This is an optimization exercise on Yosys and OpenROAD, whose aim is small area, a short achievable clock period and few clock cycles, not a production implementation. The RTL was checked by simulation tests, not by an equivalence proof against the original design. Power and IR drop assume default switching activity.

==> inputs of run C <==
==> flow/design.v <==
module cpu(clk, reset, in, out, mem_addr, mem_cmd, halt);
  input clk, reset;
  input [15:0] in;
  output [15:0] out;
  output [8:0] mem_addr;
  output [1:0] mem_cmd;
  output halt;
  reg [15:0] R0, R1, R2, R3, R4, R5, R6, R7;
  reg [12:0] ir;        
  reg        ir_v;      
  reg        rn;        
  reg        hs;        
  reg        mi, md;    
  reg        r_ld, r_eq, r_ne, r_lt, r_le;   
  reg [8:0]  mar;       
  reg        hz;        
  reg        infl;      
  reg [8:0]  pcf;       
  reg        go;        
  reg        ldwb;      
  reg [2:0]  ld_rd;
  reg        halted;
  reg        fz, flt;   
  reg c_mov, c_movi, c_bl, c_bx, c_ldr, c_str, c_hlt, c_add, c_cmp, c_and, c_mvn;
  reg c_wr;             
  reg [2:0] wa_r;
  reg j_al, j_eq, j_ne, j_lt, j_le;    
  reg [7:0] asel, bsel;                
  function [15:0] rsel(input [2:0] s, input [15:0] a0, a1, a2, a3, a4, a5, a6, a7);
    case (s)
      3'd0: rsel = a0; 3'd1: rsel = a1; 3'd2: rsel = a2; 3'd3: rsel = a3;
      3'd4: rsel = a4; 3'd5: rsel = a5; 3'd6: rsel = a6; default: rsel = a7;
    endcase
  endfunction
  function [15:0] hsel(input [7:0] s, input [15:0] a0, a1, a2, a3, a4, a5, a6, a7);
    hsel = ({16{s[0]}} & a0) | ({16{s[1]}} & a1) | ({16{s[2]}} & a2) | ({16{s[3]}} & a3) |
           ({16{s[4]}} & a4) | ({16{s[5]}} & a5) | ({16{s[6]}} & a6) | ({16{s[7]}} & a7);
  endfunction
  function [7:0] dec8(input [2:0] n);
    dec8 = 8'b1 << n;
  endfunction
  wire [8:0] pce = pcf - {8'b0, infl};
  wire run  = rn;                               
  wire hzst = hs;                               
  wire [3:0] mar_hi = mar[8:5];
  wire [3:0] mar_hp = mar_hi + 4'd1;
  wire [3:0] mar_hm = mar_hi - 4'd1;
  wire [8:0] mar_e = {mi ? mar_hp : md ? mar_hm : mar_hi, mar[4:0]};
  wire [15:0] ra = hsel(asel, R0, R1, R2, R3, R4, R5, R6, R7);
  wire [15:0] rb = hsel(bsel, R0, R1, R2, R3, R4, R5, R6, R7);
  reg [15:0] sb;
  always @* begin
    case (ir[4:3])
      2'b00: sb = rb;
      2'b01: sb = {rb[14:0], 1'b0};
      2'b10: sb = {1'b0, rb[15:1]};
      default: sb = {rb[15], rb[15:1]};
    endcase
  end
  wire        sub = c_cmp;
  wire [15:0] sum = ra + (sub ? ~sb : sb) + {15'b0, sub};
  reg  [15:0] other;    
  always @* begin
    if (ldwb) other = in;
    else if (c_movi) other = {{8{ir[7]}}, ir[7:0]};
    else if (c_bl) other = {8'b0, pce[7:0]};
    else if (c_mov) other = sb;
    else if (c_and) other = ra & sb;
    else other = ~sb;
  end
  wire [15:0] wd = (c_add & ~ldwb) ? sum : other;
  wire redirect = run & (j_al | (j_eq & fz) | (j_ne & ~fz) | (j_lt & flt) | (j_le & (flt | fz)));
  wire msel = r_ld | (r_eq & fz) | (r_ne & ~fz) | (r_lt & flt) | (r_le & (flt | fz));
  wire dmem  = run & (c_ldr | c_str);
  wire fetch = go & ~halted & ~dmem & ~(run & c_hlt);
  assign mem_addr = msel ? mar_e : pcf;
  assign mem_cmd  = {fetch | (run & c_ldr), run & c_str};
  assign out      = rb;
  assign halt     = halted | (run & c_hlt);
  wire sthit = run & c_str & infl & (mar_e == pce);
  wire        we = ldwb ? go : (run & c_wr);
  wire [2:0]  wa = ldwb ? ld_rd : wa_r;
  always @(posedge clk) begin
    if (we & (wa == 3'd0)) R0 <= wd;
    if (we & (wa == 3'd1)) R1 <= wd;
    if (we & (wa == 3'd2)) R2 <= wd;
    if (we & (wa == 3'd3)) R3 <= wd;
    if (we & (wa == 3'd4)) R4 <= wd;
    if (we & (wa == 3'd5)) R5 <= wd;
    if (we & (wa == 3'd6)) R6 <= wd;
    if (we & (wa == 3'd7)) R7 <= wd;
  end
  wire [2:0] iop  = in[15:13];
  wire       d_mov = iop == 3'b110;
  wire       d_alu = iop == 3'b101;
  wire       d_ldr = iop == 3'b011;
  wire       d_str = iop == 3'b100;
  wire       d_b   = iop == 3'b001;
  wire       d_bl  = (iop == 3'b010) & in[12];
  wire       d_bx  = (iop == 3'b010) & ~in[12];
  wire [15:0] d_rv = rsel(in[10:8], R0, R1, R2, R3, R4, R5, R6, R7);
  wire [5:0] d_lo  = {1'b0, d_rv[4:0]} + {1'b0, in[4:0]};
  wire       d_jmp = d_b | d_bl;
  wire       d_j   = d_b & (in[7:0] != 8'd0);
  wire       d_jal = (d_j & (in[10:8] == 3'b000)) | (d_bl & (in[7:0] != 8'd0)) | d_bx;
  wire       d_jeq = d_j & (in[10:8] == 3'b001);
  wire       d_jne = d_j & (in[10:8] == 3'b010);
  wire       d_jlt = d_j & (in[10:8] == 3'b011);
  wire       d_jle = d_j & (in[10:8] == 3'b100);
  wire [8:0] d_mar = d_jmp ? pcf + {in[7], in[7:0]} : {d_rv[8:5], d_lo[4:0]};
  wire       d_mi  = ~d_jmp & d_lo[5] & ~in[4];
  wire       d_md  = ~d_jmp & ~d_lo[5] & in[4];
  wire       d_hz  = ((d_ldr | d_str) & (rn | hs) & (c_wr | c_ldr) & (wa_r == in[10:8])) | d_bx;
  wire [2:0] d_rb  = (d_str | (iop == 3'b010)) ? in[7:5] : in[2:0];
  wire [8:0] e_mar = c_bx ? rb[8:0] : ra[8:0] + {{4{ir[4]}}, ir[4:0]};
  wire ir_ld = ~(ir_v & (ldwb | hzst));
  reg  ir_v_n, ldwb_n, halted_n;
  wire xv_n = go & ir_v_n & ~ldwb_n & ~halted_n;
  wire hz_n   = ir_ld ? d_hz : (hzst ? 1'b0 : hz);
  wire ldst_n = ir_ld ? (d_ldr | d_str) : (c_ldr | c_str);
  wire jal_n  = ir_ld ? d_jal : j_al;
  wire jeq_n  = ir_ld ? d_jeq : j_eq;
  wire jne_n  = ir_ld ? d_jne : j_ne;
  wire jlt_n  = ir_ld ? d_jlt : j_lt;
  wire jle_n  = ir_ld ? d_jle : j_le;
  always @* begin
    ir_v_n = ir_v; ldwb_n = 1'b0; halted_n = halted;
    if (go) begin
      if (ir_ld) ir_v_n = infl & ~redirect & ~sthit;
      ldwb_n = run & c_ldr;
      if (run & c_hlt) halted_n = 1'b1;
    end
  end
  always @(posedge clk) begin
    if (reset) begin
      go <= 1'b0; ir_v <= 1'b0; infl <= 1'b0; ldwb <= 1'b0; halted <= 1'b0;
      rn <= 1'b0; hs <= 1'b0; r_ld <= 1'b0; r_eq <= 1'b0; r_ne <= 1'b0; r_lt <= 1'b0; r_le <= 1'b0;
      pcf <= 9'd0;
    end else begin
      go <= 1'b1;
      ir_v <= ir_v_n; ldwb <= ldwb_n; halted <= halted_n;
      rn <= xv_n & ~hz_n;
      hs <= xv_n & hz_n;
      r_ld <= xv_n & ~hz_n & (ldst_n | jal_n);
      r_eq <= xv_n & ~hz_n & jeq_n;
      r_ne <= xv_n & ~hz_n & jne_n;
      r_lt <= xv_n & ~hz_n & jlt_n;
      r_le <= xv_n & ~hz_n & jle_n;
      if (go) begin
        infl <= fetch;
        if (fetch) pcf <= mem_addr + {8'b0, ~(xv_n & hz_n)};
        else if (sthit) pcf <= pce;
      end
    end
  end
  always @(posedge clk) begin
    if (ir_ld) begin
      ir    <= in[12:0];
      mar   <= d_mar;
      mi    <= d_mi;
      md    <= d_md;
      hz    <= d_hz;
      c_mov <= d_mov & ~in[12];
      c_movi <= d_mov & in[12];
      c_bl  <= d_bl;
      c_bx  <= d_bx;
      c_ldr <= d_ldr;
      c_str <= d_str;
      c_hlt <= iop == 3'b111;
      c_add <= d_alu & (in[12:11] == 2'b00);
      c_cmp <= d_alu & (in[12:11] == 2'b01);
      c_and <= d_alu & (in[12:11] == 2'b10);
      c_mvn <= d_alu & (in[12:11] == 2'b11);
      c_wr  <= d_mov | (d_alu & (in[12:11] != 2'b01)) | d_bl;
      wa_r  <= d_bl ? 3'd7 : (d_mov & in[12]) ? in[10:8] : in[7:5];
      j_al  <= d_jal;
      j_eq  <= d_jeq;
      j_ne  <= d_jne;
      j_lt  <= d_jlt;
      j_le  <= d_jle;
      asel  <= dec8(in[10:8]);
      bsel  <= dec8(d_rb);
    end else if (hzst) begin
      mar <= e_mar;
      mi  <= 1'b0;
      md  <= 1'b0;
      hz  <= 1'b0;
    end
    if (run & c_ldr) ld_rd <= wa_r;
    if (run & c_cmp) begin
      fz  <= (ra == sb);
      flt <= (ra[15] ^ sb[15]) ? ra[15] : sum[15];
    end
  end
endmodule
==> flow/flow/run.sh <==
#!/bin/bash
set -euo pipefail
bash standard.sh SETUP_SLACK_MARGIN=5.8 "BUFFER_PORTS_ARGS=-buffer_cell sky130_fd_sc_hd__buf_4" finish > standard_flow.log 2>&1
==> flow/standard.sh <==
#!/bin/bash
# synth_recipe.tcl (not shown) runs the flow's synth.tcl, then flattens the netlist and writes it again
# the make line also repeats each setting of config.mk as NAME=value (left out here)
make -C /OpenROAD-flow-scripts/flow DESIGN_CONFIG=/design/flow/config.mk WORK_HOME=/design/flow/orfs CLKGATE_MAP_FILE= SYNTH_SCRIPT=/design/flow/synth_recipe.tcl "${@:-finish}"
==> flow/config.mk <==
export PLATFORM = sky130hd
export DESIGN_NAME = cpu
export DESIGN_NICKNAME = cpu
export VERILOG_FILES = /design/flow/design.v
export SDC_FILE = /design/flow/constraint.sdc
export NUM_CORES = 4
export LEC_CHECK = 0
export CAP_MARGIN = 20
export CORE_MARGIN = 2
export CORE_UTILIZATION = 55
export CTS_BUF_LIST = sky130_fd_sc_hd__clkbuf_8
export SLEW_MARGIN = 20
==> flow/constraint.sdc <==
create_clock -name core_clock -period 10.0 [get_ports {clk}]
set_input_delay 2.0000 -clock core_clock [delete_from_list [all_inputs] [get_ports {clk}]]
set_output_delay 2.0000 -clock core_clock [all_outputs]
set_load 0.01 [all_outputs]
==> inputs of run Y, as changes to run C <==
==> flow/design.v, changed modules only <==
module cpu(clk, reset, in, out, mem_addr, mem_cmd, halt);
  input clk, reset;
  input [15:0] in;
  output [15:0] out;
  output [8:0] mem_addr;
  output [1:0] mem_cmd;
  output halt;
  reg [15:0] R0, R1, R2, R3, R4, R5, R6, R7;
  reg [12:0] ir;        
  reg        ir_v;      
  reg        xv;        
  reg [8:0]  pce;       
  reg [8:0]  mar;       
  reg        hz;        
  reg        infl;      
  reg [8:0]  pcf;       
  reg        go;        
  reg        ldwb;      
  reg [2:0]  ld_rd;
  reg        halted;
  reg        fz, flt;   
  reg c_mov, c_movi, c_bl, c_bx, c_ldr, c_str, c_hlt, c_add, c_cmp, c_and, c_mvn;
  reg c_wr;             
  reg [2:0] wa_r;
  reg j_al, j_eq, j_ne, j_lt, j_le;    
  reg [7:0] asel, bsel;                
  function [15:0] rsel(input [2:0] s, input [15:0] a0, a1, a2, a3, a4, a5, a6, a7);
    case (s)
      3'd0: rsel = a0; 3'd1: rsel = a1; 3'd2: rsel = a2; 3'd3: rsel = a3;
      3'd4: rsel = a4; 3'd5: rsel = a5; 3'd6: rsel = a6; default: rsel = a7;
    endcase
  endfunction
  function [15:0] hsel(input [7:0] s, input [15:0] a0, a1, a2, a3, a4, a5, a6, a7);
    hsel = ({16{s[0]}} & a0) | ({16{s[1]}} & a1) | ({16{s[2]}} & a2) | ({16{s[3]}} & a3) |
           ({16{s[4]}} & a4) | ({16{s[5]}} & a5) | ({16{s[6]}} & a6) | ({16{s[7]}} & a7);
  endfunction
  function [7:0] dec8(input [2:0] n);
    dec8 = 8'b1 << n;
  endfunction
  wire run  = xv & ~hz;                         
  wire hzst = xv & hz;                          
  wire [15:0] ra = hsel(asel, R0, R1, R2, R3, R4, R5, R6, R7);
  wire [15:0] rb = hsel(bsel, R0, R1, R2, R3, R4, R5, R6, R7);
  reg [15:0] sb;
  always @* begin
    case (ir[4:3])
      2'b00: sb = rb;
      2'b01: sb = {rb[14:0], 1'b0};
      2'b10: sb = {1'b0, rb[15:1]};
      default: sb = {rb[15], rb[15:1]};
    endcase
  end
  wire        sub = c_cmp;
  wire [15:0] sum = ra + (sub ? ~sb : sb) + {15'b0, sub};
  reg  [15:0] other;    
  always @* begin
    if (ldwb) other = in;
    else if (c_movi) other = {{8{ir[7]}}, ir[7:0]};
    else if (c_bl) other = {8'b0, pce[7:0]};
    else if (c_mov) other = sb;
    else if (c_and) other = ra & sb;
    else other = ~sb;
  end
  wire [15:0] wd = (c_add & ~ldwb) ? sum : other;
  wire take = j_al | (j_eq & fz) | (j_ne & ~fz) | (j_lt & flt) | (j_le & (flt | fz));
  wire redirect = run & take;
  wire dmem  = run & (c_ldr | c_str);
  wire fetch = go & ~halted & ~dmem & ~(run & c_hlt);
  assign mem_addr = (dmem | redirect) ? mar : (hzst ? pce : pcf);
  assign mem_cmd  = {fetch | (run & c_ldr), run & c_str};
  assign out      = rb;
  assign halt     = halted | (run & c_hlt);
  wire sthit = run & c_str & infl & (mar == pce);
  wire        we = ldwb ? go : (run & c_wr);
  wire [2:0]  wa = ldwb ? ld_rd : wa_r;
  always @(posedge clk) begin
    if (we & (wa == 3'd0)) R0 <= wd;
    if (we & (wa == 3'd1)) R1 <= wd;
    if (we & (wa == 3'd2)) R2 <= wd;
    if (we & (wa == 3'd3)) R3 <= wd;
    if (we & (wa == 3'd4)) R4 <= wd;
    if (we & (wa == 3'd5)) R5 <= wd;
    if (we & (wa == 3'd6)) R6 <= wd;
    if (we & (wa == 3'd7)) R7 <= wd;
  end
  wire [2:0] iop  = in[15:13];
  wire       d_mov = iop == 3'b110;
  wire       d_alu = iop == 3'b101;
  wire       d_ldr = iop == 3'b011;
  wire       d_str = iop == 3'b100;
  wire       d_b   = iop == 3'b001;
  wire       d_bl  = (iop == 3'b010) & in[12];
  wire       d_bx  = (iop == 3'b010) & ~in[12];
  wire [15:0] d_rv = rsel(in[10:8], R0, R1, R2, R3, R4, R5, R6, R7);
  wire [8:0] d_mar = (d_b | d_bl) ? pcf + {in[7], in[7:0]} : d_rv[8:0] + {{4{in[4]}}, in[4:0]};
  wire       d_hz  = ((d_ldr | d_str) & xv & (c_wr | c_ldr) & (wa_r == in[10:8])) | d_bx;
  wire [2:0] d_rb  = (d_str | (iop == 3'b010)) ? in[7:5] : in[2:0];
  wire [8:0] e_mar = c_bx ? rb[8:0] : ra[8:0] + {{4{ir[4]}}, ir[4:0]};
  wire ir_ld = ~(ir_v & (ldwb | hzst));
  reg  ir_v_n, ldwb_n, halted_n;
  always @* begin
    ir_v_n = ir_v; ldwb_n = 1'b0; halted_n = halted;
    if (go) begin
      if (ir_ld) ir_v_n = infl & ~redirect & ~sthit;
      ldwb_n = run & c_ldr;
      if (run & c_hlt) halted_n = 1'b1;
    end
  end
  always @(posedge clk) begin
    if (reset) begin
      go <= 1'b0; ir_v <= 1'b0; infl <= 1'b0; ldwb <= 1'b0; halted <= 1'b0; xv <= 1'b0;
      pcf <= 9'd0;
    end else begin
      go <= 1'b1;
      ir_v <= ir_v_n; ldwb <= ldwb_n; halted <= halted_n;
      xv <= go & ir_v_n & ~ldwb_n & ~halted_n;
      if (go) begin
        infl <= fetch;
        if (fetch) pcf <= mem_addr + 9'd1;
        else if (sthit) pcf <= pce;
      end
    end
  end
  always @(posedge clk) begin
    if (ir_ld) begin
      ir    <= in[12:0];
      pce   <= pcf;
      mar   <= d_mar;
      hz    <= d_hz;
      c_mov <= d_mov & ~in[12];
      c_movi <= d_mov & in[12];
      c_bl  <= d_bl;
      c_bx  <= d_bx;
      c_ldr <= d_ldr;
      c_str <= d_str;
      c_hlt <= iop == 3'b111;
      c_add <= d_alu & (in[12:11] == 2'b00);
      c_cmp <= d_alu & (in[12:11] == 2'b01);
      c_and <= d_alu & (in[12:11] == 2'b10);
      c_mvn <= d_alu & (in[12:11] == 2'b11);
      c_wr  <= d_mov | (d_alu & (in[12:11] != 2'b01)) | d_bl;
      wa_r  <= d_bl ? 3'd7 : (d_mov & in[12]) ? in[10:8] : in[7:5];
      j_al  <= (d_b & (in[10:8] == 3'b000)) | d_bl | d_bx;
      j_eq  <= d_b & (in[10:8] == 3'b001);
      j_ne  <= d_b & (in[10:8] == 3'b010);
      j_lt  <= d_b & (in[10:8] == 3'b011);
      j_le  <= d_b & (in[10:8] == 3'b100);
      asel  <= dec8(in[10:8]);
      bsel  <= dec8(d_rb);
    end else if (hzst) begin
      mar <= e_mar;
      hz  <= 1'b0;
    end
    if (run & c_ldr) ld_rd <= ir[7:5];
    if (run & c_cmp) begin
      fz  <= (ra == sb);
      flt <= (ra[15] ^ sb[15]) ? ra[15] : sum[15];
    end
  end
endmodule
==> flow/flow/run.sh (replaced) <==
#!/bin/bash
set -euo pipefail
bash standard.sh SETUP_SLACK_MARGIN=5.6 finish > standard_flow.log 2>&1
CORE_UTILIZATION = 40   (was 55)
CTS_BUF_LIST = not set   (was sky130_fd_sc_hd__clkbuf_8)
==> comparison table <==
quantity                                                              run C       run Y
Status                                             timing/DRC/antenna clean  timing/DRC/antenna clean
Final-layout fill cell count                                           1858        2793
WP depth                                                                 15           8
Fraction of layout instances using a drive strength above 1           0.233       0.189
Grt met2 use                                                          0.526       0.398
Clock network fraction of design power                                0.322       0.331
Via count of the first global-routing pass                            10324       10287
Maximum number of pins on one net before global-route repair             54          38
Height of the die                                                    157 um      183 um
Share of the yosys chip area belonging to registers                   0.466       0.481
Post-synthesis simple-gate area fraction                              0.130       0.108
Proportion of synthesized area in mux cells                          0.0385      0.0582
Synthesized-area fraction occupied by ao, oa, aoi and oai cells       0.207       0.204
Post-CTS Setup Inserts                                                   56          45
Testbench counts of run C, summed over its fixed seeds: cycles 34,686.
Testbench counts of run Y, summed over its fixed seeds: cycles 35,090.

==> afterwards: timing with drivers on the ports <==
The flow's constraints put no driver on any port. The routed layouts listed below were extracted and timed again, unchanged, in two steps.
Step 1 sets driving cells, clkbuf_16 on the clock port and buf_2 on the other inputs (assumed; they add their load-dependent delay and slew).
Step 2 also shifts input and output timing later by t, the mid clock arrival at the registers, as if the neighbouring blocks saw the same clock.
Three values: ideal, step 1, step 2; two values: the first two.
run | t (ns) | setup WS [ns] | worst setup path at the end | cell pins on the clock port's net
run C | 0.587 | 5.656 / 5.656 / 5.415 | input to register | 1
run Y | 0.595 | 5.543 / 5.491 / 5.017 | input to register | 1
After both steps every run listed still meets setup and hold. For run Y, which loses most, drivers alone change the setup slack by -0.052 ns; drivers and shift together by -0.526 ns.
